What follows belongs to an exercise in optimizing a design on an open flow for small area, a short achievable clock period and few clock cycles per item; a production flow would make more cautious choices. RTL that was checked went through simulation tests only; none was proved equivalent to the original. The RTL of run 6 was laid out without a check of its function. Power is estimated from default activity; no workload was simulated.

## standard.sh

```bash
#!/bin/bash
# synth_recipe.tcl (not shown) runs the flow's synth.tcl, then flattens the netlist and writes it again
# the make line also repeats each setting of config.mk as NAME=value (left out here)
make -C /OpenROAD-flow-scripts/flow DESIGN_CONFIG=/design/flow/config.mk WORK_HOME=/design/flow/orfs CLKGATE_MAP_FILE= SYNTH_SCRIPT=/design/flow/synth_recipe.tcl "${@:-finish}"
```

## config.mk

```make
export PLATFORM = sky130hd
export DESIGN_NAME = adler32
export DESIGN_NICKNAME = adler32
export VERILOG_FILES = /design/flow/design.v
export SDC_FILE = /design/flow/constraint.sdc
export NUM_CORES = 4
export LEC_CHECK = 0
export ABC_AREA = 1
export CAP_MARGIN = 20
export CORE_MARGIN = 2
export CORE_UTILIZATION = 50
export CTS_BUF_LIST = sky130_fd_sc_hd__clkbuf_4 sky130_fd_sc_hd__clkbuf_8
export SETUP_SLACK_MARGIN = 5
export SLEW_MARGIN = 20
```

## constraint.sdc

```tcl
create_clock -name core_clock -period 7.5 [get_ports {clock}]
set_input_delay 1.5000 -clock core_clock [delete_from_list [all_inputs] [get_ports {clock}]]
set_output_delay 1.5000 -clock core_clock [all_outputs]
set_load 0.01 [all_outputs]
```

## flow/abc.script

```
strash
&get -n
&dch
&put
dch
map -B 0.9
topo
stime -c
```

## flow/run.sh

```bash
#!/bin/bash
# Standard layout, with these changes to how it is made:
#  - plain buffers (buf_2) on the ports;
#  - the full and half adder cells are added to the don't-use list, so that
#    synthesis maps adders to plain gates;
#  - ABC maps the logic with flow/abc.script (a delay-targeted map with area
#    recovery) instead of the flow's area script. The rest of synthesis is
#    synth_recipe.tcl unchanged.
set -o pipefail
W=$PWD
export BUFFER_PORTS_ARGS="-buffer_cell sky130_fd_sc_hd__buf_2"
BASE=$(make -s -C "$FLOW_HOME" DESIGN_CONFIG="$W/config.mk" WORK_HOME="$W/orfs" print-DONT_USE_CELLS 2>/dev/null | sed -n 's/^DONT_USE_CELLS: //p')
DU="$BASE sky130_fd_sc_hd__fa_1 sky130_fd_sc_hd__fa_2 sky130_fd_sc_hd__fa_4 sky130_fd_sc_hd__ha_1 sky130_fd_sc_hd__ha_2 sky130_fd_sc_hd__ha_4"
cp flow/abc.script "$W/abc_custom.script"
{
  echo "proc abc {args} {"
  echo "  set i [lsearch -exact \$args -script]"
  echo "  if {\$i >= 0} { lset args [expr {\$i + 1}] $W/abc_custom.script }"
  echo "  yosys abc {*}\$args"
  echo "}"
  cat synth_recipe.tcl
} > "$W/custom_synth.tcl"
sed "s#SYNTH_SCRIPT=[^ ]*#SYNTH_SCRIPT=$W/custom_synth.tcl#" standard.sh > "$W/custom_standard.sh"
bash "$W/custom_standard.sh" "DONT_USE_CELLS=$DU" finish > standard.log 2>&1
```

## design.v

```verilog
module adler32(
    input clock,
    input rst_n,
    input size_valid,
    input [31:0] size,
    input data_start,
    input [7:0] data,
    output checksum_valid,
    output [31:0] checksum
);
    reg  [7:0]  d_q;       
    reg         ds_q;      
    reg         fa;        
    reg  [31:0] held;      
    reg         held_ok;   
    reg  [31:0] cnt;       
    reg         active;    
    reg         f2;        
    reg  [15:0] A, B;
    reg         vld;
    wire [31:0] cnt_nx;
    wire [7:0]  zb;        
    wire [7:0]  wz;        
    assign wz[0] = 1'b1;
    assign wz[1] = zb[0];
    assign wz[2] = &zb[1:0];
    assign wz[3] = &zb[2:0];
    assign wz[4] = &zb[3:0];
    assign wz[5] = wz[4] & zb[4];
    assign wz[6] = wz[4] & (&zb[5:4]);
    assign wz[7] = wz[4] & (&zb[6:4]);
    genvar k;
    generate
        for (k = 0; k < 8; k = k + 1) begin : cb
            cnt_blk u_b(.c(cnt[4*k+3:4*k]), .h(held[4*k+3:4*k]), .ld(ds_q),
                        .w(wz[k]), .n(cnt_nx[4*k+3:4*k]), .z(zb[k]));
        end
    endgenerate
    wire f1 = active & cnt[0] & ~|cnt[3:1] & (&zb[7:1]);    
    wire [15:0] a_in = fa ? 16'd0 : A;
    wire [8:0]  sl = a_in[7:0] + d_q + fa;
    wire [7:0]  ah1 = a_in[15:8] + 8'd1;
    wire        hff = &a_in[15:8];
    wire        hfe = (a_in[15:8] == 8'hFE);
    wire        lge = &sl[7:4] & |sl[3:0];                   
    wire        ga = sl[8] ? (hff | (hfe & lge)) : (hff & lge);   
    wire [7:0]  la = sl[7:0] + 8'd15;
    wire [15:0] a_nx = ga ? {8'd0, la} : {sl[8] ? ah1 : a_in[15:8], sl[7:0]};
    wire [16:0] xb = B + A;
    wire        nz = |xb[3:0];
    wire        gb = xb[16] | (&xb[15:4] & nz);
    wire [15:0] yb = {xb[15:4] + {11'd0, nz}, xb[3:0] - 4'd1};
    wire [15:0] b_nx = gb ? yb : xb[15:0];
    always @(posedge clock) begin
        d_q  <= f1 ? 8'd0 : data;
        ds_q <= data_start & rst_n;
        fa   <= ds_q;
        if (size_valid)
            held <= size;
        if (!rst_n) begin
            held_ok <= 1'b0;
            active  <= 1'b0;
            f2      <= 1'b0;
            vld     <= 1'b0;
        end else begin
            if (size_valid)
                held_ok <= 1'b1;
            if (ds_q)
                active <= held_ok;
            else if (f1)
                active <= 1'b0;
            f2  <= f1;
            vld <= f2;
        end
        cnt <= cnt_nx;
        A <= a_nx;
        B <= fa ? 16'd0 : b_nx;
    end
    assign checksum_valid = vld;
    assign checksum = {B, A};
endmodule
module cnt_blk(
    input  [3:0] c,
    input  [3:0] h,
    input        ld,
    input        w,
    output [3:0] n,
    output       z
);
    wire [3:0] t = {w & ~|c[2:0], w & ~|c[1:0], w & ~c[0], w};
    assign n = ld ? h : c ^ t;
    assign z = ~|c;
endmodule
```

==> impl_metrics.env, run 1 <==
export IMPL_via_count=5436
export IMPL_slew_violations=0
export IMPL_power_leakage_nw=3.13
export IMPL_syn_area_per_cell_um2=6.78
export IMPL_core_area_um2=10800
export IMPL_rsz0062_at_grt="true"
export IMPL_drt_vias_per_instance=5.05
export IMPL_dr_pass1_iters=4
export IMPL_setup_viol=0
export IMPL_skew_ns=0.0138
export IMPL_hold_buffers=0
export IMPL_synth_edf_count=32
export IMPL_regToRegStartpoint="A[1]"
export IMPL_ys_flop_type="dfxtp_1"
export IMPL_power_internal_mw=1.37
export IMPL_synth_top_area_frac=0.283
export IMPL_max_cap_violations=0
export IMPL_layout_commonest_cell="nand2_1"
export IMPL_fmax_ghz=0.403
export IMPL_drive_above_1_share=0.240
export IMPL_layout_common_cells="nand2_1, nor2_1, clkinv_1, buf_2, dfxtp_1"
export IMPL_cts_htree_levels=3
export IMPL_p_switching_mw=1.11
export IMPL_pwr_share_comb=0.504
export IMPL_drc=0
export IMPL_area_growth_pct=24.2
export IMPL_critical_path_max_stage_delay_ns=0.34
export IMPL_power_frac_clock=0.151
export IMPL_grt_pass1_vias=4900
export IMPL_fin_crit_ns=2.48
export IMPL_timing_rr_end="B[9]"
export IMPL_crit_buf_inv=2
export IMPL_hp_start="f2"
export IMPL_gr_total_overflow=0
export IMPL_worstSetupEndpointType="output port"
export IMPL_avgRoutedWirePerCell_um=12.1
export IMPL_synth_top_area_cell="dfxtp_1"
export IMPL_clk_pin_slew_ns=0.11
export IMPL_port_buffers=76
export IMPL_die_w_um=109
export IMPL_grt_util_all_layers=0.221
export IMPL_timing_hold_ws_ns=0.455
export IMPL_p_seq_frac=0.344
export IMPL_synth_cell_area_um2=5520
export IMPL_reg2reg_depth=17
export IMPL_ys_warn_count=1
export IMPL_antenna_found_initial=0
export IMPL_swShare=0.447
export IMPL_cts_tree="built"
export IMPL_hold_viol=0
export IMPL_slew_headroom=0.538
export IMPL_pre_cts_slack_ns=4.40
export IMPL_min_to="vld"
export IMPL_hold_class="flip-flop to flip-flop"
export IMPL_cts_sinks=110
export IMPL_final_cells=1077
export IMPL_min_period_over_period=0.331
export IMPL_fp_row_count=38
export IMPL_dieHeight_um=109
export IMPL_cp_required_ns=6.00
export IMPL_grt_pass1_wl_mm=20.6
export IMPL_synth_seq_cells=110
export IMPL_pwr_density_cell_nw_per_um2=363
export IMPL_ys_seq_area_frac=0.457
export IMPL_clockBufferDepth=2
export IMPL_ir_drop_mv=0.287
export IMPL_diodes=0
export IMPL_finalWeightedCongestion=0.812
export IMPL_cts_inserted_buffers=9
export IMPL_synth_area_leaders="dfxtp_1, edfxtp_1, nand2_1"
export IMPL_ant_nets=0
export IMPL_final_net_count=976
export IMPL_die_area_um2=11900
export IMPL_clockRootBuffer="clkbuf_8"
export IMPL_synth_cells=814
export IMPL_start_kind="flip-flop"
export IMPL_insertion_delay_ns=0.39
export IMPL_worst_r2r_setup_slack_ns=5.12
export IMPL_placed_cells=1031
export IMPL_final_setup_worst_slack_ns=5.02
export IMPL_crit_chain="buf_4 > buf_2"
export IMPL_final_fill_count=972
export IMPL_crit_arrival_ns=0.98
export IMPL_ios=77
export IMPL_grt_max_degree=56
export IMPL_tns_ns=0
export IMPL_syn_nets=858
export IMPL_yosysUniqueCellTypes=23
export IMPL_synthArstFlopShare=0
export IMPL_crit_family="flip-flops"
export IMPL_status="finished clean"
export IMPL_crit_type="flip-flop to output port"
export IMPL_max_slew_worst_pin_slew_ns=0.693
export IMPL_cp_slowest_cell="dfxtp_2"
export IMPL_dp_final_hpwl_mm=9.24
export IMPL_finish_utilization=0.635
export IMPL_routed_wl_mm=13.0
export IMPL_initial_core_util=0.511
export IMPL_drtIter0Drc=209
export IMPL_cp_max_fo=3
export IMPL_hold_depth=2
power groups by stage:
stage / logic (mW) / clock network (mW) / registers [mW]
after CTS: 1.06 / 0.387 / 0.844
final: 1.25 / 0.376 / 0.855
after detailed placement: 1.02 / 0 / 0.851
after floorplan: 0.759 / 0 / 0.853
after global routing: 1.42 / 0.411 / 0.872
after global placement: 0.995 / 0 / 0.848
flip-flops by register name (all words and copies together) (netlist names):
name	cells
cnt	32
held	32
A	16
B	16
d_q	8
active	1
ds_q	1
f2	1
fa	1
held_ok	1
vld	1
worst max-delay path by stage:
| stage | from | to | slack, ns | depth (start not counted) |
|---|---|---|---|---|
| floorplan | A[0] | B[0] | 5.03 | 15 |
| global placement | fa | A[1] | 4.50 | 17 |
| detailed placement | fa | A[1] | 4.40 | 17 |
| CTS | A[15] | checksum[15] | 5.01 | 1 |
| global route | fa | A[1] | 4.89 | 15 |
| finish | A[3] | checksum[3] | 5.02 | 2 |
synth_stat cells (5+ instances only):
cell,count
a21oi_1,28
a31oi_1,24
clkinv_1,123
dfxtp_1,78
edfxtp_1,32
nand2_1,247
nand3_1,41
nand4_1,13
nor2_1,155
nor3_1,9
o21ai_0,33
o21bai_1,5
or2_2,5
per-stage QoR:
step | power, mW | area, um^2
floorplan | 1.61 | 5530
global placement | 1.84 | 6090
detailed placement | 1.87 | 6090
CTS | 2.29 | 6460
global route | 2.70 | 6850
finish | 2.48 | 6850
logic make-up (layout without fill, tap and decap cells):
logic type             count (synthesis)  in the layout  synth area share
AND/OR/NAND/NOR                      476            477             0.347
buffers and inverters                123            245            0.0837
flip-flops                           110            110             0.457
AO/OA/AOI/OAI                         97             97            0.0996
XOR/XNOR                               8              8            0.0127
routing by layer:
layer / track usage / wire [um] / vias up
met5: 0 / 0 / -
met4: 0.0824 / 254 / 0
met3: 0.0502 / 608 / 20
met2: 0.400 / 6630 / 121
met1: 0.253 / 5560 / 2448
li1: - / - / 2847
tightest hold or removal path: cells and delay by family (launching register included):
| kind | cells | cell delay (ns) |
|---|---|---|
| flip-flops | 1 | 0.32 |
| buffers and inverters | 1 | 0.04 |
| AND/OR/NAND/NOR | 1 | 0.07 |
final cells by class:
cell class / instances / area (um^2) / area share
Inverter: 123 / 477 / 0.0696
Clock buffer: 10 / 131 / 0.0192
Clock inverter: 6 / 80.1 / 0.0117
Sequential cell: 110 / 2560 / 0.373
Timing Repair inverter: 1 / 8.76 / 0.00128
Timing Repair Buffer: 105 / 611 / 0.0891
Multi-Input combinational cell: 582 / 2810 / 0.410
Tap cell: 140 / 175 / 0.0256
what timing repair did:
item / in CTS / in global routing
pin swaps: 5 / 33
endpoints found under the hold margin: 0 / 0
buffers inserted: 8 / 20
setup endpoints to repair: 46 / 44
gates resized for setup: 30 / 85
gates cloned: 1 / 1
Testbench counts, summed over its fixed seeds: cycles 572,122, bytes 568,898.
==> inputs of run 2 (changes only) <==
==> flow/abc.script (replaced) <==
strash
&get -n
&dc2
&dch
&put
map -B 0.9 -a
topo
stime -c
buffer -c
upsize -c
dnsize -c
==> run 2 against run 1 <==
Effect of this change:
- via count decreased by 9.5%
- critical path depth increased by 19
- synthesized cell count down 20%
- clock power down 13%
- critical path type is now flip-flop to flip-flop
- largest cell class unchanged
==> impl_metrics.env, run 2 <==
export IMPL_setup_viol=0
export IMPL_dp_final_hpwl_mm=7.89
export IMPL_worst_r2r_setup_slack_ns=4.58
export IMPL_synthArstFlopShare=0
export IMPL_cts_htree_levels=3
export IMPL_finalWeightedCongestion=0.850
export IMPL_clk_pin_slew_ns=0.10
export IMPL_clockRootBuffer="clkbuf_8"
export IMPL_avgRoutedWirePerCell_um=14.0
export IMPL_worstSetupEndpointType="flip-flop"
export IMPL_dieHeight_um=106
export IMPL_power_leakage_nw=3.26
export IMPL_pwr_density_cell_nw_per_um2=356
export IMPL_cp_startpoint="A[0]"
export IMPL_routed_wl_mm=13.5
export IMPL_syn_nets=694
export IMPL_cp_endpoint="B[7]"
export IMPL_rsz0062_at_grt="true"
export IMPL_slew_violations=0
export IMPL_slew_headroom=0.402
export IMPL_clockBufferDepth=2
export IMPL_crit_arrival_ns=3.24
export IMPL_reg2reg_depth=21
export IMPL_yosysUniqueCellTypes=44
export IMPL_cts_inserted_buffers=9
export IMPL_drt_vias_per_instance=5.10
export IMPL_via_count=4921
export IMPL_skew_ns=0.00916
export IMPL_grt_max_degree=55
export IMPL_synth_top_area_frac=0.302
export IMPL_path_common_cell="nand2_4"
export IMPL_syn_area_per_cell_um2=7.95
export IMPL_tns_ns=0
export IMPL_core_area_um2=10200
export IMPL_die_area_um2=11200
export IMPL_gr_total_overflow=0
export IMPL_fmax_ghz=0.343
export IMPL_synth_cell_area_um2=5170
export IMPL_antenna_found_initial=0
export IMPL_drc=0
export IMPL_start_kind="flip-flop"
export IMPL_cp_required_ns=7.82
export IMPL_drtIter0Drc=254
export IMPL_ys_flop_type="dfxtp_1"
export IMPL_layout_common_cells="nor2_1, buf_2, inv_1, buf_4, nand2_1"
export IMPL_cts_sinks=110
export IMPL_layout_commonest_cell="nor2_1"
export IMPL_regToRegStartpoint="A[0]"
export IMPL_die_w_um=106
export IMPL_synth_edf_count=32
export IMPL_grt_util_all_layers=0.225
export IMPL_grt_pass1_wl_mm=20.4
export IMPL_placed_cells=851
export IMPL_fin_crit_ns=2.92
export IMPL_crit_chain="inv_2 > nor2_4 > maj3_4 > nand2_4 > nand2_4 > nand3_4 > nand2_4 > nand4_1 > nand2_2 > xor2_4 > nor3_4 > nand2_2 > nor3_4 > nand2_2 > nand2_4 > buf_4 > buf_6 > nand2_4 > nor3_4 > o21ai_1 > nor2_1"
export IMPL_final_net_count=867
export IMPL_cp_slowest_cell="dfxtp_4"
export IMPL_max_slew_worst_pin_slew_ns=0.895
export IMPL_finish_utilization=0.726
export IMPL_final_cells=964
export IMPL_ios=77
export IMPL_ys_warn_count=1
export IMPL_dr_pass1_iters=7
export IMPL_area_growth_pct=43.1
export IMPL_critical_path_max_stage_delay_ns=0.36
export IMPL_crit_type="flip-flop to flip-flop"
export IMPL_ir_drop_mv=0.265
export IMPL_synth_seq_cells=110
export IMPL_cts_tree="built"
export IMPL_hold_class="flip-flop to flip-flop"
export IMPL_initial_core_util=0.507
export IMPL_synth_cells=650
export IMPL_port_buffers=76
export IMPL_fp_row_count=37
export IMPL_top_regs="cnt: 32 flops, held: 32 flops"
export IMPL_status="finished clean"
export IMPL_ys_seq_area_frac=0.488
export IMPL_drive_above_1_share=0.431
export IMPL_insertion_delay_ns=0.38
export IMPL_hold_viol=0
export IMPL_grt_pass1_vias=4730
export IMPL_max_cap_violations=0
export IMPL_cp_max_fo=5
export IMPL_ant_nets=0
export IMPL_synth_area_leaders="dfxtp_1, edfxtp_1, nor2_1"
export IMPL_timing_rr_end="B[7]"
export IMPL_min_period_over_period=0.389
export IMPL_yosysMostFrequentCell="nor2_1"
export IMPL_diodes=0
export IMPL_ys_top_cells_by_count="nor2_1, nand2_1, dfxtp_1"
export IMPL_synth_top_area_cell="dfxtp_1"
==> run 2: cell count changes after synthesis, sizes merged, moves of 5 or more <==
cell    before  now
nand2      247   97
clkinv     123    1
inv          0   88
nand3       41   11
a21oi       28   56
nor2       155  134
nor3         9   24
xor2         4   19
clkbuf       0    9
o21ai       33   25
nand4       13    7
xnor2        4   10
or2          5   10
==> run 2: worst max-delay path, delay by kind of cell (launching register included) <==
family	cells	cell delay, ns
simple gates	15	1.58
buf+inv	3	0.29
compound gates	1	0.09
flops	1	0.36
fa+ha+maj	1	0.35
xor+xnor	1	0.19
==> run 2: cell families (layout without fill, tap and decap cells) <==
kind of cell               count (synthesis)  in the layout  synth area share
and+or+nand+nor                          293            293             0.259
AOI/OAI and AO/OA                        117            117             0.128
DFF                                      110            110             0.488
buffers and inverters                    100            278            0.0731
xor gates and xnor gates                  29             29            0.0491
adders and majority gates                  1              1           0.00266
==> run 2: timing repair <==
action | 4_1_cts | 5_1_grt
pin swaps | 26 | 49
resized for setup | 67 | 130
setup buffers | 63 | 33
endpoints found under the setup margin | 37 | 50
cloned | 1 | 0
hold buffers | 0 | 0
==> run 2: area by class of cell <==
class,instances,area [um^2]
tap,136,170
timing repair buffer,172,1230
sequential,110,2550
clock inverter,6,35.0
timing repair inverter,1,5.00
clock buffer,10,138
fill,754,2790
inverter,89,348
multi-input combinational,440,2920
==> run 2: worst min path at each step <==
stage,startpoint,to,slack (ns),cells past startpoint
floorplan,ds_q,fa,0.39,0
global placement,f2,vld,0.41,2
detailed placement,f2,vld,0.41,2
CTS,f2,vld,0.43,2
global route,f2,vld,0.44,2
finish,f2,vld,0.42,2
==> run 2: report_power, final <==
| part | switching, mW | internal [mW] | leakage, nW |
|---|---|---|---|
| Clock | 0.201 | 0.129 | 0.0915 |
| Sequential | 0.115 | 0.745 | 0.969 |
| Combinational | 0.841 | 0.600 | 2.19 |
| Total | 1.16 | 1.47 | 3.26 |
==> run 2: routing by layer <==
metal	vias up	track usage	share of wire
met4	0	0.109	0.038
met5	-	0	0
met1	2294	0.268	0.41
met2	123	0.403	0.51
met3	42	0.0260	0.038
li1	2462	-	-
==> run 2: metrics by stage <==
step                      worst slack, ns  hold WS, ns  power, mW  area (um^2)
after CTS                            4.62        0.426       2.27         6610
final                                4.58        0.418       2.63         7400
after global routing                 4.42        0.438       2.80         7400
after global placement               3.56        0.405       1.78         5710
after detailed placement             3.76        0.411       1.80         5710
after floorplan                      4.85        0.385       1.56         5200
==> inputs of run 3 (changes only) <==
==> flow/abc.script (replaced) <==
strash
&get -n
&dc2
&dch
&put
map -B 0.9
topo
stime -c
buffer -c
upsize -c
dnsize -c
--- a/config.mk
+++ b/config.mk
@@ -8,7 +8,7 @@
 export ABC_AREA = 1
 export CAP_MARGIN = 20
 export CORE_MARGIN = 2
-export CORE_UTILIZATION = 50
+export CORE_UTILIZATION = 45
 export CTS_BUF_LIST = sky130_fd_sc_hd__clkbuf_4 sky130_fd_sc_hd__clkbuf_8
 export SETUP_SLACK_MARGIN = 5
 export SLEW_MARGIN = 20
==> run 3 against run 2 <==
Effect of this change:
- critical path depth down 20
- critical endpoint is now checksum[6]
- clock-buffer cell count rose by 1
- largest cell class unchanged
- power is 13% lower
- still clean
==> impl_metrics.env, run 3 <==
export IMPL_status="finished clean"
export IMPL_ant_nets=0
export IMPL_diodes=0
export IMPL_die_w_um=114
export IMPL_pwr_density_cell_nw_per_um2=348
export IMPL_clockRootBuffer="clkbuf_8"
export IMPL_synth_cell_area_um2=5450
export IMPL_synth_edf_count=32
export IMPL_crit_buf_inv=1
export IMPL_dp_final_hpwl_mm=8.79
export IMPL_ir_drop_mv=0.148
export IMPL_initial_core_util=0.458
export IMPL_port_buffers=76
export IMPL_routed_wl_mm=12.2
export IMPL_gr_total_overflow=0
export IMPL_fmax_ghz=0.406
export IMPL_synth_cells=761
export IMPL_fin_crit_ns=2.46
export IMPL_synth_top_area_frac=0.286
export IMPL_ys_top_cells_by_count="nand2_1, nor2_1, inv_1"
export IMPL_power_leakage_nw=3.33
export IMPL_hold_class="flip-flop to flip-flop"
export IMPL_hold_viol=0
export IMPL_rsz0062_at_grt="true"
export IMPL_ys_warn_count=1
export IMPL_layout_common_cells="nand2_1, nor2_1, inv_1, buf_2, dfxtp_1"
export IMPL_cts_sinks=110
export IMPL_yosysUniqueCellTypes=37
export IMPL_skew_ns=0.0109
export IMPL_hp_start="f2"
export IMPL_ys_flop_type="dfxtp_1"
export IMPL_core_area_um2=11900
export IMPL_area_growth_pct=21.3
export IMPL_via_count=4981
export IMPL_drt_vias_per_instance=4.91
export IMPL_finalWeightedCongestion=0.839
export IMPL_die_area_um2=13000
export IMPL_final_fill_count=1156
export IMPL_final_net_count=906
export IMPL_crit_chain="buf_2"
export IMPL_critical_path_max_stage_delay_ns=0.42
export IMPL_grt_pass1_wl_mm=19.1
export IMPL_grt_max_degree=61
export IMPL_cp_max_fo=4
export IMPL_max_slew_worst_pin_slew_ns=0.695
export IMPL_final_cells=1014
export IMPL_crit_family="flip-flops"
export IMPL_cts_inserted_buffers=9
export IMPL_dieHeight_um=114
export IMPL_cts_tree="built"
export IMPL_cp_slowest_cell="dfxtp_2"
export IMPL_crit_type="flip-flop to output port"
export IMPL_synth_seq_cells=110
export IMPL_drc=0
export IMPL_clk_pin_slew_ns=0.10
export IMPL_clockBufferDepth=2
export IMPL_min_to="vld"
export IMPL_synth_area_leaders="dfxtp_1, edfxtp_1, nand2_1"
export IMPL_ys_seq_area_frac=0.463
export IMPL_fp_row_count=40
export IMPL_insertion_delay_ns=0.39
export IMPL_reg2reg_depth=18
export IMPL_dr_pass1_iters=5
export IMPL_worstSetupEndpointType="output port"
export IMPL_tns_ns=0
export IMPL_slew_headroom=0.537
export IMPL_top_regs="cnt: 32 flops, held: 32 flops"
export IMPL_antenna_found_initial=0
export IMPL_avgRoutedWirePerCell_um=12.0
export IMPL_slew_violations=0
export IMPL_synthArstFlopShare=0
export IMPL_drtIter0Drc=225
export IMPL_setup_viol=0
export IMPL_worst_r2r_setup_slack_ns=5.11
export IMPL_regToRegStartpoint="cnt[0]"
export IMPL_timing_rr_end="cnt[31]"
export IMPL_crit_arrival_ns=0.96
export IMPL_syn_nets=805
export IMPL_hold_depth=2
export IMPL_cts_htree_levels=3
export IMPL_ios=77
export IMPL_yosysMostFrequentCell="nand2_1"
export IMPL_syn_area_per_cell_um2=7.16
export IMPL_cp_required_ns=6.00
export IMPL_placed_cells=972
export IMPL_crit_cells=1
export IMPL_grt_util_all_layers=0.184
export IMPL_start_kind="flip-flop"
export IMPL_max_cap_violations=0
export IMPL_grt_pass1_vias=4393
export IMPL_layout_commonest_cell="nand2_1"
export IMPL_min_period_over_period=0.328
export IMPL_drive_above_1_share=0.241
export IMPL_synth_top_area_cell="dfxtp_1"
==> run 3: area by class of cell <==
cell class                 instances  area, um^2  share of cell area
multi-input combinational        533        2690               0.407
clock buffer                      11         145              0.0220
sequential                       110        2570               0.388
timing repair inverter             1        8.76             0.00132
timing repair buffer             100         556              0.0840
tap                              147         184              0.0278
inverter                         107         414              0.0626
clock inverter                     5        43.8             0.00662
==> run 3: worst register-to-register path, cell delays in order, from the launching register on <==
cell and delay, ns:
dfxtp_4 0.37, nor2_4 0.13, nand2_2 0.09, nor2_4 0.12, nand2_2 0.09, nor2_4 0.16
nand2_4 0.08, nor2_4 0.15, nand2_4 0.08, nor2_4 0.17, nand3_4 0.10, nor2_4 0.10
nand4_1 0.16, nor2_4 0.18, buf_4 0.12, nand4_1 0.06, nand3_1 0.09, nand2_1 0.05
inv_1 0.04
==> run 3: how the worst max path moves through the flow <==
stage / to / slack, ns / startpoint
final: checksum[6] / 5.04 / A[6]
after global routing: cnt[31] / 4.92 / cnt[0]
after CTS: A[2] / 4.98 / fa
after detailed placement: A[2] / 4.27 / fa
after global placement: A[2] / 4.39 / fa
after floorplan: B[6] / 5.32 / A[0]
==> run 3: layer usage <==
metal  GRT usage  part of all wire
met1       0.217              0.45
met2       0.330              0.49
met3      0.0318             0.035
met4      0.0772             0.029
met5           0                 0
==> run 3: cell families after synthesis <==
kind of cell / count (synthesis) / share of synthesized area
buffers and inverters: 120 / 0.0893
AO/OA/AOI/OAI: 92 / 0.0920
AND/OR/NAND/NOR: 429 / 0.340
XOR/XNOR: 10 / 0.0161
flip-flops: 110 / 0.463
==> run 3: what timing repair did <==
item / CTS / global route
pin swaps: 2 / 26
setup endpoints to repair: 43 / 46
endpoints found under the hold margin: 0 / 0
hold buffers: 0 / 0
gates resized for setup: 22 / 71
buffers inserted: 1 / 22
cloned: 0 / 3
==> run 3: per-stage QoR <==
step / setup WS (ns) / hold slack, ns / instance area (um^2) / util / power, mW
floorplan: 5.32 / 0.390 / 5450 / - / 1.56
global placement: 4.39 / 0.397 / 5940 / 0.499 / 1.80
detailed placement: 4.27 / 0.423 / 5940 / 0.499 / 1.82
CTS: 4.98 / 0.440 / 6190 / 0.519 / 2.18
global route: 4.92 / 0.466 / 6610 / 0.555 / 2.49
finish: 5.04 / 0.431 / 6610 / 0.555 / 2.30
==> run 3: power breakdown <==
| part | internal, mW | switching [mW] |
|---|---|---|
| sequential | 0.749 | 0.120 |
| clock | 0.137 | 0.207 |
| combinational | 0.392 | 0.692 |
==> inputs of run 4 (changes only) <==
--- a/config.mk
+++ b/config.mk
@@ -8,7 +8,7 @@
 export ABC_AREA = 1
 export CAP_MARGIN = 20
 export CORE_MARGIN = 2
-export CORE_UTILIZATION = 45
+export CORE_UTILIZATION = 55
 export CTS_BUF_LIST = sky130_fd_sc_hd__clkbuf_4 sky130_fd_sc_hd__clkbuf_8
 export SETUP_SLACK_MARGIN = 5
 export SLEW_MARGIN = 20
==> run 4 against run 3 <==
Effect of this change:
- non-clock buffer count grew 1
- routed wire length down 0.21%
- cell area up 0.83%
- area after synthesis is the same
- clock power increased by 5%
- sequential share of layout area shrank 0.49 points
- clock skew increased by 0.00052 ns
- setup slack improved by 0.013 ns
- synthesized cell count stayed put
- die area fell by 18%
- register-to-register slack barely moved
- critical path type unchanged
==> impl_metrics.env, run 4 <==
export IMPL_status="finished clean"
export IMPL_core_area_um2=9680
export IMPL_dp_final_hpwl_mm=8.49
export IMPL_ir_drop_mv=0.219
export IMPL_grt_pass1_vias=4592
export IMPL_grt_pass1_wl_mm=19.5
export IMPL_ios=77
export IMPL_syn_nets=805
export IMPL_slew_headroom=0.543
export IMPL_cp_required_ns=6.00
export IMPL_crit_arrival_ns=0.95
export IMPL_critical_path_max_stage_delay_ns=0.42
export IMPL_start_kind="flip-flop"
export IMPL_cts_htree_levels=3
export IMPL_pwr_density_cell_nw_per_um2=350
export IMPL_fp_row_count=36
export IMPL_ys_flop_type="dfxtp_1"
export IMPL_dieHeight_um=104
export IMPL_drc=0
export IMPL_grt_max_degree=61
export IMPL_reg2reg_depth=15
export IMPL_power_mw=2.33
export IMPL_slew_violations=0
export IMPL_ys_warn_count=1
export IMPL_synth_edf_count=32
export IMPL_worst_r2r_setup_slack_ns=5.11
export IMPL_drt_vias_per_instance=5.09
export IMPL_synth_area_leaders="dfxtp_1, edfxtp_1, nand2_1"
export IMPL_routed_wl_mm=12.2
export IMPL_grt_util_all_layers=0.219
export IMPL_insertion_delay_ns=0.37
export IMPL_max_slew_worst_pin_slew_ns=0.686
export IMPL_synth_cell_area_um2=5450
export IMPL_cp_slowest_cell="dfxtp_1"
export IMPL_layout_common_cells="nand2_1, nor2_1, inv_1, buf_2, dfxtp_1"
export IMPL_synth_top_area_cell="dfxtp_1"
export IMPL_timing_rr_end="A[14]"
export IMPL_antenna_found_initial=0
export IMPL_clockBufferDepth=2
export IMPL_avgRoutedWirePerCell_um=12.2
export IMPL_drtIter0Drc=220
export IMPL_die_area_um2=10700
export IMPL_tns_ns=0
export IMPL_regToRegStartpoint="fa"
export IMPL_rsz0062_at_grt="true"
export IMPL_timing_hold_ws_ns=0.417
export IMPL_diodes=0
export IMPL_gr_total_overflow=0
export IMPL_port_buffers=76
export IMPL_skew_ns=0.0114
export IMPL_final_setup_worst_slack_ns=5.05
export IMPL_crit_type="flip-flop to output port"
export IMPL_via_count=5097
export IMPL_area_growth_pct=22.3
export IMPL_die_w_um=104
export IMPL_yosysMostFrequentCell="nand2_1"
export IMPL_synth_cells=761
export IMPL_setup_viol=0
export IMPL_yosysUniqueCellTypes=37
export IMPL_hp_start="f2"
export IMPL_crit_buf_inv=1
export IMPL_ys_seq_area_frac=0.463
export IMPL_crit_family="flip-flops"
export IMPL_pre_cts_slack_ns=4.32
export IMPL_dr_pass1_iters=5
export IMPL_synth_seq_cells=110
export IMPL_cp_max_fo=4
export IMPL_hold_viol=0
export IMPL_synthArstFlopShare=0
export IMPL_cts_tree="built"
export IMPL_min_to="vld"
export IMPL_cts_sinks=110
export IMPL_max_cap_violations=0
export IMPL_drive_above_1_share=0.252
export IMPL_min_period_over_period=0.327
export IMPL_syn_area_per_cell_um2=7.16
export IMPL_fin_crit_ns=2.45
export IMPL_finalWeightedCongestion=0.906
export IMPL_fmax_ghz=0.408
export IMPL_clk_pin_slew_ns=0.11
export IMPL_layout_commonest_cell="nand2_1"
export IMPL_initial_core_util=0.563
export IMPL_power_leakage_nw=3.33
export IMPL_worstSetupEndpointType="output port"
export IMPL_hold_class="flip-flop to flip-flop"
export IMPL_crit_chain="buf_2"
export IMPL_cts_inserted_buffers=9
export IMPL_synth_top_area_frac=0.286
export IMPL_hold_depth=2
export IMPL_clockRootBuffer="clkbuf_8"
export IMPL_ys_top_cells_by_count="nand2_1, nor2_1, inv_1"
export IMPL_ant_nets=0
export IMPL_final_net_count=907
export IMPL_top_regs="cnt: 32 flops, held: 32 flops"
[run 4: metal layers]
metal | vias to the layer above | track usage | routed length [um]
met5 | - | 0 | 0
li1 | 2648 | - | -
met3 | 14 | 0.0422 | 629
met1 | 2300 | 0.260 | 5140
met4 | 0 | 0.0569 | 152
met2 | 135 | 0.405 | 6250
[run 4: how the worst max path moves through the flow]
| stage | start | cells past startpoint | end |
|---|---|---|---|
| final | A[11] | 1 | checksum[11] |
| after global routing | fa | 15 | A[14] |
| after CTS | A[7] | 1 | checksum[7] |
| after detailed placement | fa | 16 | A[2] |
| after global placement | fa | 16 | A[3] |
| after floorplan | A[0] | 18 | B[6] |
[run 4: worst reg2reg max path, stage by stage, from the launching register on]
cell,delay (ns)
dfxtp_4,0.39
inv_8,0.15
nand2_1,0.09
xor2_1,0.23
xor2_2,0.24
nand2_1,0.10
nor2_1,0.21
nand2_1,0.11
nand2_1,0.11
nor2_2,0.06
nand2_2,0.10
nor2_4,0.04
nand2_2,0.11
nand2_4,0.09
buf_4,0.15
nor3_1,0.15
[run 4: final cells by class]
class                   count  area (um^2)
well taps                 133          166
fillers                   855         3020
inverters                 107          409
clock inverters             6         67.6
multi-input cells         534         2740
flip-flops and latches    110         2550
repair buffers            101          593
clock buffers              10          131
[run 4: repair_timing]
| action | in CTS | in global routing |
|---|---|---|
| resized for setup | 20 | 76 |
| hold buffers | 0 | 0 |
| endpoints found under the hold margin | 0 | 0 |
| setup buffers | 5 | 19 |
| pin swaps | 5 | 23 |
| cloned | 0 | 3 |
| setup endpoints to repair | 41 | 43 |
[run 4: cells by family after synthesis]
| family | Yosys count | share of synthesized area |
|---|---|---|
| DFF | 110 | 0.463 |
| AOI/OAI and AO/OA | 92 | 0.0920 |
| buffers and inverters | 120 | 0.0893 |
| xor gates and xnor gates | 10 | 0.0161 |
| and+or+nand+nor | 429 | 0.340 |
[run 4: through the flow]
step / cell area (um^2) / std cells / util
4_1_cts: 6230 / 979 / 0.644
3_3_place_gp: 5920 / 958 / 0.611
3_5_place_dp: 5920 / 958 / 0.611
5_1_grt: 6670 / 1001 / 0.688
2_1_floorplan: 5450 / 761 / -
6_report: 6670 / 1001 / 0.688
[run 4: power by group]
part	leakage [nW]	switching (mW)	internal, mW
logic	2.26	0.713	0.404
clock network	0.0967	0.202	0.160
registers	0.969	0.110	0.745
==> inputs of run 5 (changes only) <==
--- a/config.mk
+++ b/config.mk
@@ -8,7 +8,9 @@
 export ABC_AREA = 1
 export CAP_MARGIN = 20
 export CORE_MARGIN = 2
-export CORE_UTILIZATION = 55
+export CORE_UTILIZATION = 50
 export CTS_BUF_LIST = sky130_fd_sc_hd__clkbuf_4 sky130_fd_sc_hd__clkbuf_8
+export CTS_CLUSTER_DIAMETER = 80
+export CTS_CLUSTER_SIZE = 30
 export SETUP_SLACK_MARGIN = 5
 export SLEW_MARGIN = 20
==> run 5 against run 4 <==
Effect of this change:
- flip-flop and latch count unchanged
- combinational power decreased by 4%
- cell count grew 0.60%
- via count decreased by 0.84%
- synthesized cell count stayed put
- power is 1.3% lower
- routed wire length decreased by 1.9%
- global-route usage is 1.5 points lower
- hold slack better by 0.0066 ns
- still clean on timing, DRC and antenna
- cell area fell by 1.1%
- setup slack worse by 0.0012 ns
==> impl_metrics.env, run 5 <==
export IMPL_hold_viol=0
export IMPL_power_leakage_nw=3.32
export IMPL_synth_cells=761
export IMPL_timing_hold_ws_ns=0.424
export IMPL_fmax_ghz=0.408
export IMPL_final_cells=1007
export IMPL_syn_nets=805
export IMPL_status="finished clean"
export IMPL_slew_violations=0
export IMPL_hold_class="flip-flop to flip-flop"
export IMPL_drt_vias_per_instance=5.02
export IMPL_die_w_um=108
export IMPL_ant_nets=0
export IMPL_regToRegStartpoint="fa"
export IMPL_finalWeightedCongestion=0.801
export IMPL_cts_tree="built"
export IMPL_final_setup_worst_slack_ns=5.05
export IMPL_grt_pass1_wl_mm=19.2
export IMPL_crit_arrival_ns=0.95
export IMPL_worst_r2r_setup_slack_ns=5.14
export IMPL_crit_chain="buf_2"
export IMPL_tns_ns=0
export IMPL_synth_top_area_frac=0.286
export IMPL_synth_seq_cells=110
export IMPL_dp_final_hpwl_mm=8.52
export IMPL_reg2reg_depth=16
export IMPL_pwr_density_cell_nw_per_um2=349
export IMPL_routed_top_layer="met4"
export IMPL_ios=77
export IMPL_area_growth_pct=21.0
export IMPL_ys_seq_area_frac=0.463
export IMPL_fin_crit_ns=2.45
export IMPL_clockBufferDepth=2
export IMPL_clockRootBuffer="clkbuf_8"
export IMPL_cp_max_fo=6
export IMPL_synth_top_area_cell="dfxtp_1"
export IMPL_dpl_cell_area_um2=5930
export IMPL_met2_length_mm=6.18
export IMPL_hp_start="f2"
export IMPL_layout_commonest_cell="nand2_1"
export IMPL_ys_flop_type="dfxtp_1"
export IMPL_skew_ns=0.0127
export IMPL_design_area_um2=6600
export IMPL_ys_top_cells_by_count="nand2_1, nor2_1, inv_1"
export IMPL_dieHeight_um=108
export IMPL_insertion_delay_ns=0.38
export IMPL_antenna_found_initial=0
export IMPL_synth_cell_area_um2=5450
export IMPL_fp_row_count=38
export IMPL_routed_wl_mm=11.9
export IMPL_drtIter0Drc=245
export IMPL_syn_area_per_cell_um2=7.16
export IMPL_top_regs="cnt: 32 flops, held: 32 flops"
export IMPL_initial_core_util=0.507
export IMPL_avgRoutedWirePerCell_um=11.9
export IMPL_cts_inserted_buffers=9
export IMPL_synth_area_leaders="dfxtp_1, edfxtp_1, nand2_1"
export IMPL_critical_path_max_stage_delay_ns=0.41
export IMPL_placed_cells=965
export IMPL_crit_type="flip-flop to output port"
export IMPL_drc=0
export IMPL_max_cap_violations=0
export IMPL_min_period_over_period=0.327
export IMPL_rsz0062_at_grt="true"
export IMPL_synth_edf_count=32
export IMPL_yosysMostFrequentCell="nand2_1"
export IMPL_gr_total_overflow=0
export IMPL_grt_util_all_layers=0.204
export IMPL_start_kind="flip-flop"
export IMPL_diodes=0
export IMPL_core_area_um2=10700
export IMPL_grt_pass1_vias=4424
export IMPL_hold_depth=2
export IMPL_setup_viol=0
export IMPL_die_area_um2=11800
export IMPL_cts_sinks=110
export IMPL_min_to="vld"
export IMPL_max_slew_worst_pin_slew_ns=0.694
export IMPL_pre_cts_slack_ns=4.32
export IMPL_yosysUniqueCellTypes=37
export IMPL_dr_pass1_iters=5
export IMPL_final_net_count=906
export IMPL_wl_met3_um=367
export IMPL_clk_pin_slew_ns=0.10
export IMPL_ys_warn_count=1
export IMPL_slew_headroom=0.538
export IMPL_met1Wirelength_mm=5.26
export IMPL_cp_slowest_cell="dfxtp_2"
export IMPL_timing_rr_end="A[3]"
export IMPL_crit_buf_inv=1
export IMPL_port_buffers=76
export IMPL_synthArstFlopShare=0
export IMPL_crit_family="flip-flops"
export IMPL_drive_above_1_share=0.240
export IMPL_grt_max_degree=61
export IMPL_ir_drop_mv=0.203
export IMPL_via_count=5054
export IMPL_layout_common_cells="nand2_1, nor2_1, inv_1, buf_2, dfxtp_1"
export IMPL_cts_htree_levels=3
export IMPL_worstSetupEndpointType="output port"
export IMPL_cp_required_ns=6.00
## run 5: cell counts after synthesis
Identical to the previous run, type by type.
## run 5: where the power goes
group,total (mW),switching (mW),internal (mW)
sequential,0.854,0.109,0.745
combinational,1.08,0.687,0.396
clock,0.366,0.200,0.165
total,2.30,0.997,1.31
## run 5: cell families after synthesis
| logic type | Yosys count | share of synthesized area |
|---|---|---|
| AND/OR/NAND/NOR | 429 | 0.340 |
| flip-flops | 110 | 0.463 |
| buffers and inverters | 120 | 0.0893 |
| XOR/XNOR | 10 | 0.0161 |
| AO/OA/AOI/OAI | 92 | 0.0920 |
## run 5: what timing repair did
item,in CTS,in global routing
setup endpoints to repair,41,43
hold buffers,0,0
gates resized for setup,22,64
buffers inserted,2,20
gates cloned,1,3
hold endpoints to repair,0,0
pin swaps,8,29
## run 5: cell type report
| class | instances | area [um^2] |
|---|---|---|
| clock buffers | 10 | 138 |
| multi-input cells | 534 | 2680 |
| flip-flops and latches | 110 | 2560 |
| fillers | 1047 | 4150 |
| repair inverters | 1 | 8.76 |
| repair buffers | 99 | 551 |
| well taps | 140 | 175 |
| inverters | 107 | 414 |
| clock inverters | 6 | 67.6 |
## run 5: how the worst max path moves through the flow
stage	endpoint	start	cells after the start
detailed placement	A[3]	fa	16
floorplan	B[6]	A[0]	18
CTS	checksum[10]	A[10]	1
global placement	A[2]	fa	16
finish	checksum[13]	A[13]	1
global route	A[3]	fa	16
## run 5: metrics by stage
stage / utilization / total power [mW]
floorplan: - / 1.56
global placement: 0.552 / 1.78
detailed placement: 0.552 / 1.80
CTS: 0.580 / 2.18
global route: 0.614 / 2.51
finish: 0.614 / 2.30
## run 5: routing by layer
layer,vias up,GRT usage
li1,2642,-
met4,0,0.0604
met5,-,0
met1,2309,0.255
met3,11,0.0313
met2,92,0.363
==> inputs of run 6 (changes only) <==
--- a/design.v
+++ b/design.v
@@ -47,10 +47,8 @@
     wire [7:0]  la = sl[7:0] + 8'd15;
     wire [15:0] a_nx = ga ? {8'd0, la} : {sl[8] ? ah1 : a_in[15:8], sl[7:0]};
     wire [16:0] xb = B + A;
-    wire        nz = |xb[3:0];
-    wire        gb = xb[16] | (&xb[15:4] & nz);
-    wire [15:0] yb = {xb[15:4] + {11'd0, nz}, xb[3:0] - 4'd1};
-    wire [15:0] b_nx = gb ? yb : xb[15:0];
+    wire [16:0] yb = B + A + 17'd15;
+    wire [15:0] b_nx = yb[16] ? yb[15:0] : xb[15:0];
     always @(posedge clock) begin
         d_q  <= f1 ? 8'd0 : data;
         ds_q <= data_start & rst_n;
==> flow/abc.script (replaced) <==
strash
&get -n
&dch
&put
dch
map -B 0.9
topo
stime -c
buffer -c
upsize -c
dnsize -c
--- a/config.mk
+++ b/config.mk
@@ -10,7 +10,5 @@
 export CORE_MARGIN = 2
 export CORE_UTILIZATION = 50
 export CTS_BUF_LIST = sky130_fd_sc_hd__clkbuf_4 sky130_fd_sc_hd__clkbuf_8
-export CTS_CLUSTER_DIAMETER = 80
-export CTS_CLUSTER_SIZE = 30
 export SETUP_SLACK_MARGIN = 5
 export SLEW_MARGIN = 20
==> run 6 against run 5 <==
Effect of this change:
- still clean on timing, DRC and antenna
- critical endpoint unchanged
- register-to-register slack worse by 0.03 ns
- critical path type unchanged
- cell area up 5.4%
- sequential share of layout area down 2.0 points
- die area up 3.0%
- clock power up 12%
==> impl_metrics.env, run 6 <==
export IMPL_fp_row_count=38
export IMPL_synth_edf_count=32
export IMPL_slew_headroom=0.532
export IMPL_drive_above_1_share=0.252
export IMPL_synth_seq_cells=110
export IMPL_die_w_um=110
export IMPL_status="finished clean"
export IMPL_multiInputGateArea_um2=2940
export IMPL_ios=77
export IMPL_crit_chain="buf_2"
export IMPL_routed_wl_mm=13.6
export IMPL_worstSetupEndpointType="output port"
export IMPL_cp_max_fo=6
export IMPL_cp_slowest_cell="dfxtp_2"
export IMPL_final_net_count=946
export IMPL_cp_required_ns=6.00
export IMPL_grt_util_all_layers=0.226
export IMPL_insertion_delay_ns=0.39
export IMPL_hold_buffers=0
export IMPL_synth_cells=803
export IMPL_clockBufferDepth=2
export IMPL_grt_max_degree=59
export IMPL_hold_viol=0
export IMPL_syn_area_per_cell_um2=7.00
export IMPL_cts_tree="built"
export IMPL_worst_r2r_setup_slack_ns=5.11
export IMPL_area_growth_pct=23.7
export IMPL_yosysMostFrequentCell="nand2_1"
export IMPL_reg2reg_depth=18
export IMPL_finalWeightedCongestion=0.836
export IMPL_crit_buf_inv=1
export IMPL_fin_crit_ns=2.48
export IMPL_via_count=5276
export IMPL_core_area_um2=10900
export IMPL_critical_path_max_stage_delay_ns=0.43
export IMPL_hold_depth=2
export IMPL_grt_pass1_vias=4873
export IMPL_ant_nets=0
export IMPL_skew_ns=0.0136
export IMPL_routed_top_layer="met4"
export IMPL_fmax_ghz=0.403
export IMPL_crit_arrival_ns=0.98
export IMPL_timing_hold_ws_ns=0.429
export IMPL_wl_met3_um=710
export IMPL_power_leakage_nw=3.50
export IMPL_met1Wirelength_mm=5.65
export IMPL_cts_sinks=110
export IMPL_yosysUniqueCellTypes=39
export IMPL_setup_viol=0
export IMPL_crit_type="flip-flop to output port"
export IMPL_layout_common_cells="nand2_1, inv_1, nor2_1, buf_2, dfxtp_1"
export IMPL_rsz0062_at_grt="false"
export IMPL_hold_class="flip-flop to flip-flop"
export IMPL_dieHeight_um=110
export IMPL_regToRegStartpoint="A[7]"
export IMPL_synthArstFlopShare=0
export IMPL_grt_pass1_wl_mm=21.2
export IMPL_synth_top_area_frac=0.278
export IMPL_max_slew_worst_pin_slew_ns=0.702
export IMPL_ys_top_cells_by_count="nand2_1, nor2_1, inv_1"
export IMPL_syn_nets=847
export IMPL_hp_start="f2"
export IMPL_max_cap_violations=0
export IMPL_synth_area_leaders="dfxtp_1, edfxtp_1, nand2_1"
export IMPL_drtIter0Drc=350
export IMPL_gr_total_overflow=0
export IMPL_clk_pin_slew_ns=0.11
export IMPL_dr_pass1_iters=7
export IMPL_ys_flop_type="dfxtp_1"
export IMPL_tns_ns=0
export IMPL_cts_inserted_buffers=9
export IMPL_ys_warn_count=1
export IMPL_cts_htree_levels=3
export IMPL_drc=0
export IMPL_synth_top_area_cell="dfxtp_1"
export IMPL_ir_drop_mv=0.277
export IMPL_start_kind="flip-flop"
export IMPL_final_fill_count=985
export IMPL_initial_core_util=0.516
export IMPL_pwr_density_cell_nw_per_um2=362
export IMPL_diodes=0
export IMPL_min_to="vld"
export IMPL_timing_rr_end="B[1]"
export IMPL_dp_final_hpwl_mm=9.68
export IMPL_min_period_over_period=0.331
export IMPL_top_regs="cnt: 32 flops, held: 32 flops"
export IMPL_antenna_found_initial=0
export IMPL_slew_violations=0
export IMPL_synth_cell_area_um2=5620
export IMPL_port_buffers=76
export IMPL_ys_seq_area_frac=0.449
export IMPL_die_area_um2=12100
export IMPL_layout_commonest_cell="nand2_1"
export IMPL_drt_vias_per_instance=5.04
export IMPL_clockRootBuffer="clkbuf_8"
export IMPL_crit_family="flip-flops"
export IMPL_avgRoutedWirePerCell_um=13.0
export IMPL_ff_latch_area_um2=2560
export IMPL_met2_length_mm=7.05
## run 6: cell count changes after synthesis, sizes merged, moves of 11 or more
| cell | delta |
|---|---|
| a21oi | -12 |
| inv | +21 |
| nand2 | +15 |
| nor2 | +14 |
| o21ai | +11 |
## run 6: per-stage QoR
stage / util / std cells / worst slack (ns) / power [mW] / cell area, um^2
global placement: 0.561 / 1007 / 4.70 / 1.87 / 6110
floorplan: - / 803 / 5.40 / 1.59 / 5620
detailed placement: 0.561 / 1007 / 4.58 / 1.89 / 6110
CTS: 0.588 / 1025 / 5.00 / 2.31 / 6400
global route: 0.638 / 1047 / 4.94 / 2.71 / 6950
finish: 0.638 / 1047 / 5.02 / 2.52 / 6950
## run 6: cell type report
type / count / area share
timing repair inverter: 1 / 0.00126
timing repair buffer: 98 / 0.0781
clock inverter: 6 / 0.0135
sequential: 110 / 0.368
clock buffer: 10 / 0.0198
inverter: 127 / 0.0704
multi-input combinational: 555 / 0.424
tap: 140 / 0.0252
## run 6: cell families after synthesis
group	count (synthesis)	synth area share
flops	110	0.449
simple gates	446	0.337
xor+xnor	12	0.0214
compound gates	95	0.0951
buf+inv	140	0.0975
## run 6: routing by layer
metal / vias up / global-route usage
li1: 2735 / -
met1: 2376 / 0.264
met2: 147 / 0.411
met3: 18 / 0.0382
met4: 0 / 0.0841
met5: - / 0
## run 6: how the worst max path moves through the flow
stage | end | cells past startpoint | startpoint | slack (ns)
6_report | checksum[13] | 1 | A[13] | 5.02
5_1_grt | A[2] | 14 | A[1] | 4.94
4_1_cts | checksum[6] | 1 | A[6] | 5.00
3_5_place_dp | A[6] | 16 | fa | 4.58
3_3_place_gp | A[6] | 17 | fa | 4.70
2_1_floorplan | B[14] | 14 | A[0] | 5.40
## run 6: timing repair
action,CTS,global route
hold endpoints to repair,0,0
setup buffers,0,21
gates resized for setup,21,102
gates cloned,2,1
setup endpoints to repair,43,46
pin swaps,1,27
## run 6: report_power, final
part	switching, mW	internal (mW)	leakage (nW)	total (mW)
Sequential	0.108	0.744	0.971	0.852
Clock	0.211	0.200	0.113	0.410
Combinational	0.834	0.420	2.42	1.25
==> inputs of run 7 (changes only) <==
--- a/design.v
+++ b/design.v
@@ -47,8 +47,10 @@
     wire [7:0]  la = sl[7:0] + 8'd15;
     wire [15:0] a_nx = ga ? {8'd0, la} : {sl[8] ? ah1 : a_in[15:8], sl[7:0]};
     wire [16:0] xb = B + A;
-    wire [16:0] yb = B + A + 17'd15;
-    wire [15:0] b_nx = yb[16] ? yb[15:0] : xb[15:0];
+    wire        nz = |xb[3:0];
+    wire        gb = xb[16] | (&xb[15:4] & nz);
+    wire [15:0] yb = {xb[15:4] + {11'd0, nz}, xb[3:0] - 4'd1};
+    wire [15:0] b_nx = gb ? yb : xb[15:0];
     always @(posedge clock) begin
         d_q  <= f1 ? 8'd0 : data;
         ds_q <= data_start & rst_n;
--- a/flow/run.sh
+++ b/flow/run.sh
@@ -1,6 +1,6 @@
 #!/bin/bash
 # Standard layout, with these changes to how it is made:
-#  - plain buffers (buf_2) on the ports;
+#  - plain buffers (buf_1) on the ports;
 #  - the full and half adder cells are added to the don't-use list, so that
 #    synthesis maps adders to plain gates;
 #  - ABC maps the logic with flow/abc.script (a delay-targeted map with area
@@ -8,7 +8,7 @@
 #    synth_recipe.tcl unchanged.
 set -o pipefail
 W=$PWD
-export BUFFER_PORTS_ARGS="-buffer_cell sky130_fd_sc_hd__buf_2"
+export BUFFER_PORTS_ARGS="-buffer_cell sky130_fd_sc_hd__buf_1"
 BASE=$(make -s -C "$FLOW_HOME" DESIGN_CONFIG="$W/config.mk" WORK_HOME="$W/orfs" print-DONT_USE_CELLS 2>/dev/null | sed -n 's/^DONT_USE_CELLS: //p')
 DU="$BASE sky130_fd_sc_hd__fa_1 sky130_fd_sc_hd__fa_2 sky130_fd_sc_hd__fa_4 sky130_fd_sc_hd__ha_1 sky130_fd_sc_hd__ha_2 sky130_fd_sc_hd__ha_4"
 cp flow/abc.script "$W/abc_custom.script"
==> flow/abc.script (replaced) <==
strash
&get -n
&dc2
&dch
&put
map -B 0.9
topo
stime -c
buffer -c
upsize -c
dnsize -c
==> run 7 against run 6 <==
Effect of this change:
- global-route usage fell by 2.3 points
- combinational power fell by 12%
- non-clock buffer count rose by 6
- flip-flop and latch count did not move
- fmax fell by 1.2%
- die area fell by 2.9%
- utilization fell by 2.8 points
- clock power fell by 22%
- synthesized cell count fell by 5.2%
- area after synthesis fell by 3.0%
- critical path depth rose by 1
- largest power group unchanged
- highest routed layer unchanged
==> impl_metrics.env, run 7 <==
export IMPL_status="finished clean"
export IMPL_worstSetupEndpointType="output port"
export IMPL_fmax_ghz=0.398
export IMPL_critical_path_max_stage_delay_ns=0.38
export IMPL_synthArstFlopShare=0
export IMPL_syn_area_per_cell_um2=7.16
export IMPL_final_cells=1012
export IMPL_crit_type="flip-flop to output port"
export IMPL_dp_final_hpwl_mm=8.55
export IMPL_slew_headroom=0.476
export IMPL_drtIter0Drc=255
export IMPL_power_leakage_nw=3.12
export IMPL_layout_commonest_cell="nand2_1"
export IMPL_cts_sinks=110
export IMPL_start_kind="flip-flop"
export IMPL_hold_viol=0
export IMPL_yosys_area_share_adder=0
export IMPL_diodes=0
export IMPL_grt_util_all_layers=0.203
export IMPL_grt_pass1_wl_mm=19.2
export IMPL_drc=0
export IMPL_hold_depth=2
export IMPL_antenna_found_initial=0
export IMPL_layout_common_cells="nand2_1, nor2_1, inv_1, buf_1, dfxtp_1"
export IMPL_gr_total_overflow=0
export IMPL_max_cap_violations=0
export IMPL_synth_simple_gate_area_frac=0.340
export IMPL_syn_nets=805
export IMPL_synth_top_area_cell="dfxtp_1"
export IMPL_fp_row_count=38
export IMPL_crit_arrival_ns=1.01
export IMPL_rsz0062_at_grt="true"
export IMPL_finalWeightedCongestion=0.840
export IMPL_worst_r2r_setup_slack_ns=5.15
export IMPL_hp_start="f2"
export IMPL_crit_chain="buf_4 > buf_1"
export IMPL_muxShareOfSynthArea=0
export IMPL_final_net_count=911
export IMPL_top_regs="cnt: 32 flops, held: 32 flops"
export IMPL_placed_cells=965
export IMPL_min_to="vld"
export IMPL_ys_seq_area_frac=0.463
export IMPL_grt_pass1_vias=4399
export IMPL_clockBufferDepth=2
export IMPL_die_area_um2=11800
export IMPL_insertion_delay_ns=0.37
export IMPL_grt_max_degree=46
export IMPL_drive_above_1_share=0.165
export IMPL_slew_violations=0
export IMPL_reg2reg_depth=17
export IMPL_skew_ns=0.00972
export IMPL_cp_max_fo=4
export IMPL_synth_top_family_by_area="simple AND/OR/NAND/NOR gates"
export IMPL_min_period_over_period=0.335
export IMPL_dr_pass1_iters=5
export IMPL_cp_required_ns=6.00
export IMPL_ys_warn_count=1
export IMPL_port_buffers=76
export IMPL_via_count=5013
export IMPL_synth_seq_cells=110
export IMPL_cts_tree="built"
export IMPL_ir_drop_mv=0.210
export IMPL_regToRegStartpoint="A[3]"
export IMPL_avgRoutedWirePerCell_um=12.0
export IMPL_clk_pin_slew_ns=0.10
export IMPL_cts_inserted_buffers=9
export IMPL_ios=77
export IMPL_routed_wl_mm=12.1
export IMPL_hold_buffers=0
export IMPL_ys_flop_type="dfxtp_1"
export IMPL_area_growth_pct=20.3
export IMPL_pwr_density_cell_nw_per_um2=348
export IMPL_synth_cell_area_um2=5450
export IMPL_max_slew_worst_pin_slew_ns=0.786
export IMPL_fin_crit_ns=2.51
export IMPL_synth_edf_count=32
export IMPL_timing_rr_end="B[8]"
export IMPL_die_w_um=108
export IMPL_initial_core_util=0.507
export IMPL_yosysUniqueCellTypes=37
export IMPL_hold_class="flip-flop to flip-flop"
export IMPL_setup_viol=0
export IMPL_yosysMostFrequentCell="nand2_1"
export IMPL_ant_nets=0
export IMPL_tns_ns=0
export IMPL_ys_top_cells_by_count="nand2_1, nor2_1, inv_1"
export IMPL_drt_vias_per_instance=4.95
export IMPL_core_area_um2=10700
export IMPL_synth_xor_area_share=0.0161
export IMPL_synth_compound_area_frac=0.0920
export IMPL_cp_slowest_cell="dfxtp_4"
export IMPL_dieHeight_um=108
export IMPL_synth_area_leaders="dfxtp_1, edfxtp_1, nand2_1"
export IMPL_clockRootBuffer="clkbuf_8"
export IMPL_synth_cells=761
export IMPL_cts_htree_levels=3
export IMPL_synth_top_area_frac=0.286
run 7: changes by cell type in the layout (fill, tap and decap cells not counted), moves of 5 or more:
cell and delta:
nand2_2 -9, buf_2 -75, nor2_1 -9, buf_1 +75, inv_1 -19, nand2_1 -5
nor2_4 -6, a21oi_1 +14, or2_2 +5, o21ai_0 -12
run 7: power by group:
| group | switching [mW] | leakage, nW | internal (mW) |
|---|---|---|---|
| logic | 0.700 | 2.07 | 0.400 |
| registers | 0.118 | 0.972 | 0.747 |
| clock network | 0.198 | 0.0855 | 0.123 |
run 7: stage by stage:
stage | total power, mW | hold WS [ns] | area [um^2] | setup WS [ns] | util
floorplan | 1.56 | 0.390 | 5450 | 5.32 | -
global route | 2.48 | 0.452 | 6560 | 4.93 | 0.611
CTS | 2.11 | 0.433 | 6090 | 5.00 | 0.567
finish | 2.29 | 0.424 | 6560 | 4.99 | 0.611
detailed placement | 1.79 | 0.416 | 5840 | 4.30 | 0.543
global placement | 1.76 | 0.396 | 5840 | 4.41 | 0.543
run 7: how the worst max path moves through the flow:
stage | from | end | slack (ns) | depth (start not counted)
floorplan | A[0] | B[6] | 5.32 | 18
global placement | fa | A[2] | 4.41 | 16
detailed placement | fa | A[2] | 4.30 | 16
CTS | A[10] | checksum[10] | 5.00 | 1
global route | fa | A[3] | 4.93 | 16
finish | A[0] | checksum[0] | 4.99 | 2
run 7: cell families after synthesis:
family	count (synthesis)
AO/OA/AOI/OAI	92
AND/OR/NAND/NOR	429
XOR/XNOR	10
flip-flops	110
buffers and inverters	120
run 7: layout make-up:
type | instances | area (um^2)
clock buffer | 10 | 131
clock inverter | 6 | 38.8
fill | 1031 | 4190
inverter | 107 | 414
multi-input combinational | 534 | 2720
sequential | 110 | 2570
tap | 140 | 175
timing repair buffer | 104 | 504
timing repair inverter | 1 | 8.76
run 7: critical path, delay by kind of cell, from the launching register on:
kind	cells	cell delay (ns)
DFF	1	0.38
buffers and inverters	2	0.25
run 7: layer usage:
layer,GRT usage,vias to the layer above,wire length [um],part of all wire
li1,-,2661,-,-
met1,0.253,2271,5370,0.44
met2,0.363,72,6270,0.52
met3,0.0332,9,348,0.029
met4,0.0577,0,131,0.011
met5,0,-,0,0
run 7: repair_timing:
item / in CTS / in global routing
pin swaps: 6 / 31
buffers inserted: 2 / 25
setup endpoints to repair: 40 / 47
cloned: 1 / 3
resized for setup: 20 / 77
endpoints found under the hold margin: 0 / 0
Testbench counts of run 7, summed over its fixed seeds: cycles 572,122, bytes 568,898.
==> inputs of run 8 (changes only) <==
==> flow/run.sh (replaced) <==
#!/bin/bash
# Standard layout, with these changes to how it is made:
#  - plain buffers (buf_2) on the ports;
#  - the full and half adder cells are added to the don't-use list, so that
#    synthesis maps adders to plain gates;
#  - ABC maps the logic with flow/abc.script (a delay-targeted map with area
#    recovery) instead of the flow's area script. The rest of synthesis is
#    synth_recipe.tcl unchanged;
#  - after global routing, cells off the critical paths are downsized
#    (RECOVER_POWER).
set -o pipefail
W=$PWD
export BUFFER_PORTS_ARGS="-buffer_cell sky130_fd_sc_hd__buf_2"
BASE=$(make -s -C "$FLOW_HOME" DESIGN_CONFIG="$W/config.mk" WORK_HOME="$W/orfs" print-DONT_USE_CELLS 2>/dev/null | sed -n 's/^DONT_USE_CELLS: //p')
DU="$BASE sky130_fd_sc_hd__fa_1 sky130_fd_sc_hd__fa_2 sky130_fd_sc_hd__fa_4 sky130_fd_sc_hd__ha_1 sky130_fd_sc_hd__ha_2 sky130_fd_sc_hd__ha_4"
cp flow/abc.script "$W/abc_custom.script"
{
  echo "proc abc {args} {"
  echo "  set i [lsearch -exact \$args -script]"
  echo "  if {\$i >= 0} { lset args [expr {\$i + 1}] $W/abc_custom.script }"
  echo "  yosys abc {*}\$args"
  echo "}"
  cat synth_recipe.tcl
} > "$W/custom_synth.tcl"
sed "s#SYNTH_SCRIPT=[^ ]*#SYNTH_SCRIPT=$W/custom_synth.tcl#" standard.sh > "$W/custom_standard.sh"
bash "$W/custom_standard.sh" "DONT_USE_CELLS=$DU" "RECOVER_POWER=100" finish > standard.log 2>&1
==> run 8 against run 7 <==
Effect of this change:
- combinational power is 6% lower
- cell area fell by 2.3%
- sequential power shrank 2%
- now fails the layout checks on capacitance limit, slew limit
- largest cell class unchanged
- clock skew barely moved
==> impl_metrics.env, run 8 <==
export IMPL_reg2reg_depth=15
export IMPL_finish_utilization=0.597
export IMPL_antenna_found_initial=0
export IMPL_slew_headroom=-0.570
export IMPL_drc=0
export IMPL_hold_class="flip-flop to flip-flop"
export IMPL_synth_area_leaders="dfxtp_1, edfxtp_1, nand2_1"
export IMPL_layout_commonest_cell="nand2_1"
export IMPL_area_growth_pct=17.6
export IMPL_avgRoutedWirePerCell_um=12.0
export IMPL_yosysMostFrequentCell="nand2_1"
export IMPL_cts_sinks=110
export IMPL_dieHeight_um=108
export IMPL_ys_warn_count=1
export IMPL_cts_inserted_buffers=9
export IMPL_die_w_um=108
export IMPL_synth_top_area_frac=0.286
export IMPL_port_buffers=76
export IMPL_diodes=0
export IMPL_yosysUniqueCellTypes=37
export IMPL_drtIter0Drc=283
export IMPL_cts_tree="built"
export IMPL_synth_cells=761
export IMPL_syn_area_per_cell_um2=7.16
export IMPL_grt_util_all_layers=0.204
export IMPL_clk_pin_slew_ns=0.10
export IMPL_timing_rr_end="A[11]"
export IMPL_insertion_delay_ns=0.37
export IMPL_clockBufferDepth=2
export IMPL_ir_drop_mv=0.195
export IMPL_finalWeightedCongestion=0.801
export IMPL_fin_crit_ns=3.39
export IMPL_gr_total_overflow=0
export IMPL_die_area_um2=11800
export IMPL_ys_seq_area_frac=0.463
export IMPL_design_area_um2=6410
export IMPL_ant_nets=0
export IMPL_worstSetupEndpointType="flip-flop"
export IMPL_cp_max_fo=14
export IMPL_ys_top_cells_by_count="nand2_1, nor2_1, inv_1"
export IMPL_fmax_ghz=0.295
export IMPL_hp_start="f2"
export IMPL_grt_max_degree=61
export IMPL_via_count=5074
export IMPL_max_slew_worst_pin_slew_ns=2.35
export IMPL_placed_cells=965
export IMPL_final_net_count=906
export IMPL_tns_ns=0
export IMPL_min_to="vld"
export IMPL_hold_depth=2
export IMPL_routed_wl_mm=12.1
export IMPL_core_area_um2=10700
export IMPL_syn_nets=805
export IMPL_top_regs="cnt: 32 flops, held: 32 flops"
export IMPL_violations="capacitance limit, slew limit"
export IMPL_synthArstFlopShare=0
export IMPL_grt_pass1_wl_mm=19.2
export IMPL_fp_row_count=38
export IMPL_power_leakage_nw=3.22
export IMPL_power_mw=2.24
export IMPL_initial_core_util=0.507
export IMPL_rsz0062_at_grt="true"
export IMPL_synth_cell_area_um2=5450
export IMPL_pwr_density_cell_nw_per_um2=350
export IMPL_final_fill_count=1075
export IMPL_regToRegStartpoint="fa"
export IMPL_worst_r2r_setup_slack_ns=4.11
export IMPL_layout_common_cells="nand2_1, nor2_1, inv_1, dfxtp_1, buf_2"
export IMPL_slew_violations=95
export IMPL_hold_viol=0
export IMPL_synth_seq_cells=110
export IMPL_clockRootBuffer="clkbuf_8"
export IMPL_setup_viol=0
export IMPL_crit_type="flip-flop to flip-flop"
export IMPL_drive_above_1_share=0.172
export IMPL_min_period_over_period=0.452
export IMPL_grt_pass1_vias=4424
export IMPL_skew_ns=0.0101
export IMPL_crit_arrival_ns=3.67
export IMPL_start_kind="flip-flop"
export IMPL_final_cells=1007
export IMPL_hold_buffers=0
export IMPL_dr_pass1_iters=5
export IMPL_dpl_cell_area_um2=5930
export IMPL_cp_required_ns=7.78
export IMPL_max_cap_violations=2
export IMPL_synth_edf_count=32
export IMPL_cts_htree_levels=3
export IMPL_drt_vias_per_instance=5.04
export IMPL_status="complete, but fails checks"
export IMPL_ios=77
export IMPL_synth_top_area_cell="dfxtp_1"
export IMPL_dp_final_hpwl_mm=8.52
export IMPL_ys_flop_type="dfxtp_1"
## run 8: through the flow
step           hold WS [ns]  setup slack (ns)
2_1_floorplan         0.390              5.32
4_1_cts               0.428              5.00
3_3_place_gp          0.395              4.42
6_report              0.423              4.11
3_5_place_dp          0.405              4.32
5_1_grt               0.475              3.69
## run 8: kinds of logic after synthesis
kind of cell / count (synthesis) / share of synthesized area
buf+inv: 120 / 0.0893
xor+xnor: 10 / 0.0161
compound gates: 92 / 0.0920
simple gates: 429 / 0.340
flops: 110 / 0.463
## run 8: layout make-up
class	count	area, um^2	share of cell area
Tap cell	140	175	0.0273
Inverter	107	403	0.0628
Multi-Input combinational cell	534	2570	0.401
Clock inverter	6	67.6	0.0105
Timing Repair inverter	1	8.76	0.00137
Clock buffer	10	138	0.0215
Timing Repair Buffer	99	518	0.0808
Sequential cell	110	2530	0.394
## run 8: how the worst max path moves through the flow
stage,startpoint,slack [ns],endpoint
after floorplan,A[0],5.32,B[6]
after global placement,fa,4.42,A[2]
after detailed placement,fa,4.32,A[3]
after CTS,A[10],5.00,checksum[10]
after global routing,fa,3.69,A[3]
final,fa,4.11,A[11]
## run 8: report_power, final
group | internal (mW) | switching (mW) | total [mW]
Clock | 0.166 | 0.202 | 0.368
Sequential | 0.734 | 0.111 | 0.845
Combinational | 0.374 | 0.657 | 1.03
## run 8: critical path, cell delays in order, from the launching register on
cell and delay, ns:
dfxtp_1 0.55, clkinvlp_2 0.55, nand3_1 0.23, nand2_1 0.10, o21ai_0 0.34, nand3_1 0.12, nand2_1 0.12, xor2_1 0.19
nand2_1 0.09, nor2_1 0.17, nand2_1 0.13, nor2_2 0.11, nand2_1 0.11, nand2_1 0.24, clkbuf_1 0.18, nor2_1 0.06
## run 8: metal layers
metal  vias to the layer above  part of all wire  GRT usage  routed length [um]
met4                         0             0.012     0.0604                 141
met2                       104              0.51      0.363                6200
met5                         -                 0          0                   0
met3                        14             0.034     0.0313                 406
li1                       2642                 -          -                   -
met1                      2314              0.44      0.255                5330
## run 8: timing repair
action,CTS,global route
gates resized for setup,22,64
setup buffers,2,20
gates cloned,1,3
pin swaps,8,29
endpoints found under the setup margin,41,43

-- re-timing with driven ports --
No port has a modelled driver above. Below, the same layouts with a new extraction and two added sets of constraints.
Step 1 sets driving cells, clkbuf_16 on the clock port and buf_2 on the other inputs (assumed; they add their load-dependent delay and slew).
Step 2 times the ports against the registers' clock, not the clock port: input delays grow and output delays shrink by t, the midpoint of the rising clock arrivals with the driver on.
Three values: no drivers, after step 1, after step 2; two values: the first two.
run | shift t [ns] | setup WS [ns]
run 1 | 0.420 | 5.018 / 4.985 / 5.071
run 2 | 0.405 | 4.582 / 4.582 / 4.582
run 3 | 0.411 | 5.037 / 5.007 / 5.071
run 4 | 0.400 | 5.050 / 5.019 / 5.075
run 5 | 0.402 | 5.049 / 5.017 / 5.072
run 6 | 0.412 | 5.017 / 4.984 / 5.064
run 7 | 0.402 | 4.988 / 4.956 / 5.014
run 8 | 0.401 | 4.107 / 4.107 / 4.107
